Context: an optimization exercise on an open-source flow, tuned for small area. The choices shown serve that exercise and are no tape-out recipe. At most, simulation tests tie the RTL to the original design; equivalence was not proved. Power is estimated from default activity; no workload was simulated.

Setup of build 87:
## slide_puzzle
module slide_puzzle(
	input clk,
	input resetn,
	input [3: 0] KEY,
	output [7: 0] x,
	output [6: 0] y,
	output [2: 0] colour,
	output [6: 0] HEX0,
	output [6: 0] HEX1,
	output [6: 0] HEX2,
	output [6: 0] HEX3,
	output [6: 0] HEX4,
	output [6: 0] HEX5
);
Settings: LEC_CHECK=0, ABC_AREA=1, CAP_MARGIN=20, CORE_MARGIN=2, CORE_UTILIZATION=40, CTS_BUF_LIST=sky130_fd_sc_hd__clkbuf_8, CTS_CLUSTER_DIAMETER=110, CTS_CLUSTER_SIZE=14, SLEW_MARGIN=20; clock period 20.0 ns.
standard.sh (not shown) runs the stock make flow with config.mk's settings and CLKGATE_MAP_FILE= SYNTH_SCRIPT=/design/flow/synth_recipe.tcl, a recipe that flattens the netlist after the stock synthesis.
==> flow/flow/run.sh <==
#!/bin/bash
# Layout flow: the standard flow, with one step added after synthesis and
# one setting changed.
# - After the standard synthesis (standard.sh synth, unchanged), the
#   combinational logic of its netlist is re-mapped by ABC with an
#   area-oriented script (abc_area.abc); every register instance keeps its
#   name and cell. resynth.py proves the result equivalent to the standard
#   netlist (Yosys, registers paired by name) before it replaces it.
# - The port buffers are buf_1 cells.
# The layout steps are standard.sh's. Each tool's output is in its own log.
set -euo pipefail
WORK=$(pwd)
RES=$WORK/orfs/results/$FLOW_PLATFORM/slide_puzzle/base
LIB=$FLOW_HOME/platforms/$FLOW_PLATFORM/lib/sky130_fd_sc_hd__tt_025C_1v80.lib

# 1. the standard synthesis
bash $WORK/standard.sh synth > $WORK/synth.log 2>&1
cp $RES/1_2_yosys.v $WORK/standard_netlist.v

# 2. re-map the logic; the new netlist replaces the standard one (make then
#    rebuilds 1_synth.odb from it)
python3 $WORK/flow/resynth.py $WORK/standard_netlist.v $WORK/resynth.v $LIB $WORK/flow/abc_area.abc $WORK > $WORK/resynth_py.log 2>&1
cp $WORK/resynth.v $RES/1_2_yosys.v
touch $RES/1_2_yosys.v

# 3. layout
export BUFFER_PORTS_ARGS="-buffer_cell sky130_fd_sc_hd__buf_1"
bash $WORK/standard.sh > $WORK/layout.log 2>&1
==> flow/flow/abc_area.abc <==
strash
&get -n
&deepsyn -T 60
&put
dch -f
amap
Other scripts of this flow, unchanged in this note and not shown: flow/flow/resynth.py
Build 87 completed every stage of the flow, and the final layout passed the timing, design-rule and antenna checks.
> inputs changed (build 87 -> build 56)
==> flow/flow/abc_area.abc <==
strash
&get -n
&deepsyn -T 300
&put
dch -f
amap
strash
dch -f
amap
==> comparison <==
Design area | build 56 below build 87. Per the comparison of build 56 with build 87, setup slack after layout now sits higher, power per cell area now sits lower. Build 56 contains fewer vias than build 87. Build 87 vs build 56, highest metal layer with signal wires: met4 vs met5.
--- input diff build 56..build 40 ---
Settings: GPL_TIMING_DRIVEN now 0, previously not set.
==> flow/flow/abc_area.abc <==
strash
&get -n
&deepsyn -T 60
&put
dch -f
amap
Findings:
Relative to build 56, the cell depth of the worst flop-to-flop path of build 40 is lower by 6.
Clock share of power on build 40 is down relative to build 56.
As far as multi-input combinational area share is concerned, build 40 and build 56 perform about the same.
In the reports for build 56 and build 40, the smaller combinational fraction of design power belongs to build 56.
Per the comparison of build 40 with build 56, overall power consumption increased 19%, overall die area increased 310 um2, count of plain and timing-repair buffers in the layout decreased 16%.
The number of antenna cells inserted of build 40 is lower than that of build 56.
Build 40 contains more vias than build 56.
Sort build 56 and build 40 by cell area reported after detailed placement desc -> top: build 40
> inputs changed (build 40 -> build 15)
Settings: GPL_TIMING_DRIVEN: 0 -> unset.
==> flow/flow/abc_area.abc <==
strash
&get -n
&deepsyn -T 1200
&put
dch -f
amap
strash
dch -f
amap
[summary]
- Build 15 completed; timing, DRC and antenna clean
- NOTE non-clock buffer count build 40->build 15 increased by more than 10%
- Diff build 40 -> build 15: final period demand of the worst path saw a decrease; total wire length after detailed routing +about 3.4%; design area saw a decrease.
- Diff build 15 and build 40: arrival time of data at the critical path endpoint higher in build 40

## old
slide_puzzle, a different RTL version from the one above (not shown whole).
For scale: ~480 flip-flops, roughly 24,000 µm² of cells after synthesis.
Settings: LEC_CHECK=0, ABC_AREA=1, CAP_MARGIN=20, CORE_MARGIN=2, CORE_UTILIZATION=40, CTS_BUF_LIST=sky130_fd_sc_hd__clkbuf_4, SLEW_MARGIN=20; clock period 20.0 ns.
==> flow/flow/run.sh <==
#!/bin/bash
# Layout flow: the standard ORFS flow, except that synthesis maps the logic
# with an area-oriented ABC script (abc_area.abc) instead of ORFS's. Every step
# before ABC (and so every register, its name and its cell) is the standard
# synthesis's; the layout steps are standard.sh's.
set -euo pipefail
WORK=$(pwd)
FLOWDIR=$WORK/flow

# 1. synthesis: synth_recipe.tcl with the ABC script replaced
sed -e "s#@ABC_SCRIPT@#$FLOWDIR/abc_area.abc#" -e "s#@DONE@#$WORK/own_abc.done#" $FLOWDIR/synth_area.tcl > $WORK/synth_area.tcl
cat $WORK/synth_recipe.tcl >> $WORK/synth_area.tcl
# the same make command standard.sh runs, with our synthesis script
CMD=$(grep '^make ' $WORK/standard.sh | sed -e "s#SYNTH_SCRIPT=[^ ]*#SYNTH_SCRIPT=$WORK/synth_area.tcl#" -e 's#"${@:-finish}"#ADDER_MAP_FILE= synth#')
eval "$CMD" > $WORK/synth.log 2>&1
test -f $WORK/own_abc.done

# 2. layout: standard.sh from floorplan to finish (synthesis is up to date)
bash $WORK/standard.sh > $WORK/layout.log 2>&1
==> flow/flow/abc_area.abc <==
strash
&get -n
&deepsyn -T 60
&put
dch -f
amap
==> flow/flow/synth_area.tcl <==
# Replaces the script of every abc call by @ABC_SCRIPT@; all other arguments
# (liberty, don't-use cells, constraints) are ORFS's.
proc abc {args} {
  set i [lsearch -exact $args -script]
  if {$i >= 0} { set args [lreplace $args $i [expr {$i + 1}] -script @ABC_SCRIPT@] }
  yosys abc {*}$args
  close [open @DONE@ w]
}
The final layout from old, which completed every stage, passed the timing, design-rule and antenna checks at the end of the flow.
--- input diff old..new ---
Settings: CTS_BUF_LIST now sky130_fd_sc_hd__clkbuf_2 sky130_fd_sc_hd__clkbuf_4 sky130_fd_sc_hd__clkbuf_8, was sky130_fd_sc_hd__clkbuf_4.
### Flow results
- Cmp new vs old: maximum frequency higher in new
- Compared with old, in new hold slack fell by 8.5 ps; clock skew fell by 4.2 ps.
No run of this note included a check of the RTL's function; only the layout flow was run.

run A:
slide_puzzle, a different RTL version from the one above (not shown whole).
Size: roughly 3300 cells after synthesis, about 66 I/O pins, about 0.027 sq mm of cells after synthesis.
==> flow/config.mk <==
export PLATFORM = sky130hd
export DESIGN_NAME = slide_puzzle
export DESIGN_NICKNAME = slide_puzzle
export VERILOG_FILES = /design/flow/design.v
export SDC_FILE = /design/flow/constraint.sdc
export NUM_CORES = 8
export LEC_CHECK = 0
export ABC_AREA = 1
export CAP_MARGIN = 20
export CORE_MARGIN = 2
export CORE_UTILIZATION = 40
export SLEW_MARGIN = 20
==> flow/constraint.sdc <==
create_clock -name core_clock -period 20.0 [get_ports {clk}]
set_input_delay 4.0000 -clock core_clock [delete_from_list [all_inputs] [get_ports {clk}]]
set_output_delay 4.0000 -clock core_clock [all_outputs]
set_load 0.01 [all_outputs]
==> flow/flow/run.sh <==
#!/bin/bash
# Layout flow: the standard ORFS flow, except that synthesis maps the logic
# with an area-oriented ABC script (abc_area.abc) instead of ORFS's. Every step
# before ABC (and so every register, its name and its cell) is the standard
# synthesis's; the layout steps are standard.sh's.
set -euo pipefail
WORK=$(pwd)
FLOWDIR=$WORK/flow

# 1. synthesis: synth_recipe.tcl with the ABC script replaced
sed -e "s#@ABC_SCRIPT@#$FLOWDIR/abc_area.abc#" -e "s#@DONE@#$WORK/own_abc.done#" $FLOWDIR/synth_area.tcl > $WORK/synth_area.tcl
cat $WORK/synth_recipe.tcl >> $WORK/synth_area.tcl
# the same make command standard.sh runs, with our synthesis script
CMD=$(grep '^make ' $WORK/standard.sh | sed -e "s#SYNTH_SCRIPT=[^ ]*#SYNTH_SCRIPT=$WORK/synth_area.tcl#" -e 's#"${@:-finish}"#synth#')
eval "$CMD" > $WORK/synth.log 2>&1
test -f $WORK/own_abc.done

# 2. layout: standard.sh from floorplan to finish (synthesis is up to date)
bash $WORK/standard.sh > $WORK/layout.log 2>&1
Scripts as last shown in full above: flow/flow/abc_area.abc, flow/flow/synth_area.tcl
### run A -> run B
==> flow/run.sh (new file) <==
#!/bin/bash
# synth_recipe.tcl (not shown) runs the flow's synth.tcl, then flattens the netlist and writes it again
# the make line also repeats each setting of config.mk as NAME=value (left out here)
make -C /OpenROAD-flow-scripts/flow DESIGN_CONFIG=/design/flow/config.mk WORK_HOME=/design/flow/orfs CLKGATE_MAP_FILE= SYNTH_SCRIPT=/design/flow/synth_recipe.tcl finish
removed: flow/flow/run.sh
removed: flow/flow/abc_area.abc
removed: flow/flow/synth_area.tcl
removed: flow/standard.sh
==> comparison <==
- Going from run A to run B, the layout overhead on the synthesized area was found to have gone down by 3.1 points.
- Max-slew violation total from the final report of run A is on par with run B.
- [run B] fraction of area in multi-input gates rose 1.7 points relative to run A
- Transition time of the tightest slew-check pin, run B and run A: larger value in run B
- Clock buffer count in run B is 11% higher than in run A

[re-timing with driven ports]
The results above use ideal ports. As a check the final layouts listed here were re-extracted and re-timed, cells and wires unchanged.
Step 1: set_driving_cell puts a clkbuf_16 on clk and a buf_2 on each other input, an assumption about the parent block.
Step 2 adds t to the input delays and takes it off the output delays; t is the mean of the earliest and latest rising clock arrival at the registers after step 1. Input paths then give back, and output paths get back, about the clock's delay inside the block.
Slacks: ideal ports / drivers / drivers and shift; pairs: ideal ports / drivers.
run | t (ns) | slack for setup (ns) | clock arrival spread, ns | worst register clock-pin slew, ns | worst slew at a driven data input, ns
build 87 | 0.684 | 4.097 / 4.044 / 4.728 | 0.034 / 0.034 | 0.10 / 0.10 | 0.04
build 56 | 0.702 | 4.119 / 4.061 / 4.763 | 0.050 / 0.050 | 0.10 / 0.10 | 0.04
build 40 | 0.675 | 2.127 / 2.072 / 2.747 | 0.045 / 0.046 | 0.10 / 0.10 | 0.03
build 15 | 0.682 | 2.680 / 2.623 / 3.305 | 0.039 / 0.039 | 0.11 / 0.11 | 0.04
old | 1.015 | 3.152 / 3.093 / 4.108 | 0.066 / 0.066 | 0.07 / 0.07 | 0.03
new | 0.728 | 3.488 / 3.425 / 4.152 | 0.058 / 0.057 | 0.07 / 0.07 | 0.03
run A | 0.687 | 2.961 / 2.897 / 3.584 | 0.034 / 0.034 | 0.07 / 0.07 | 0.04
run B | 0.673 | 5.873 / 5.811 / 6.485 | 0.044 / 0.045 | 0.07 / 0.07 | 0.06
After both steps every run listed still meets setup and hold.
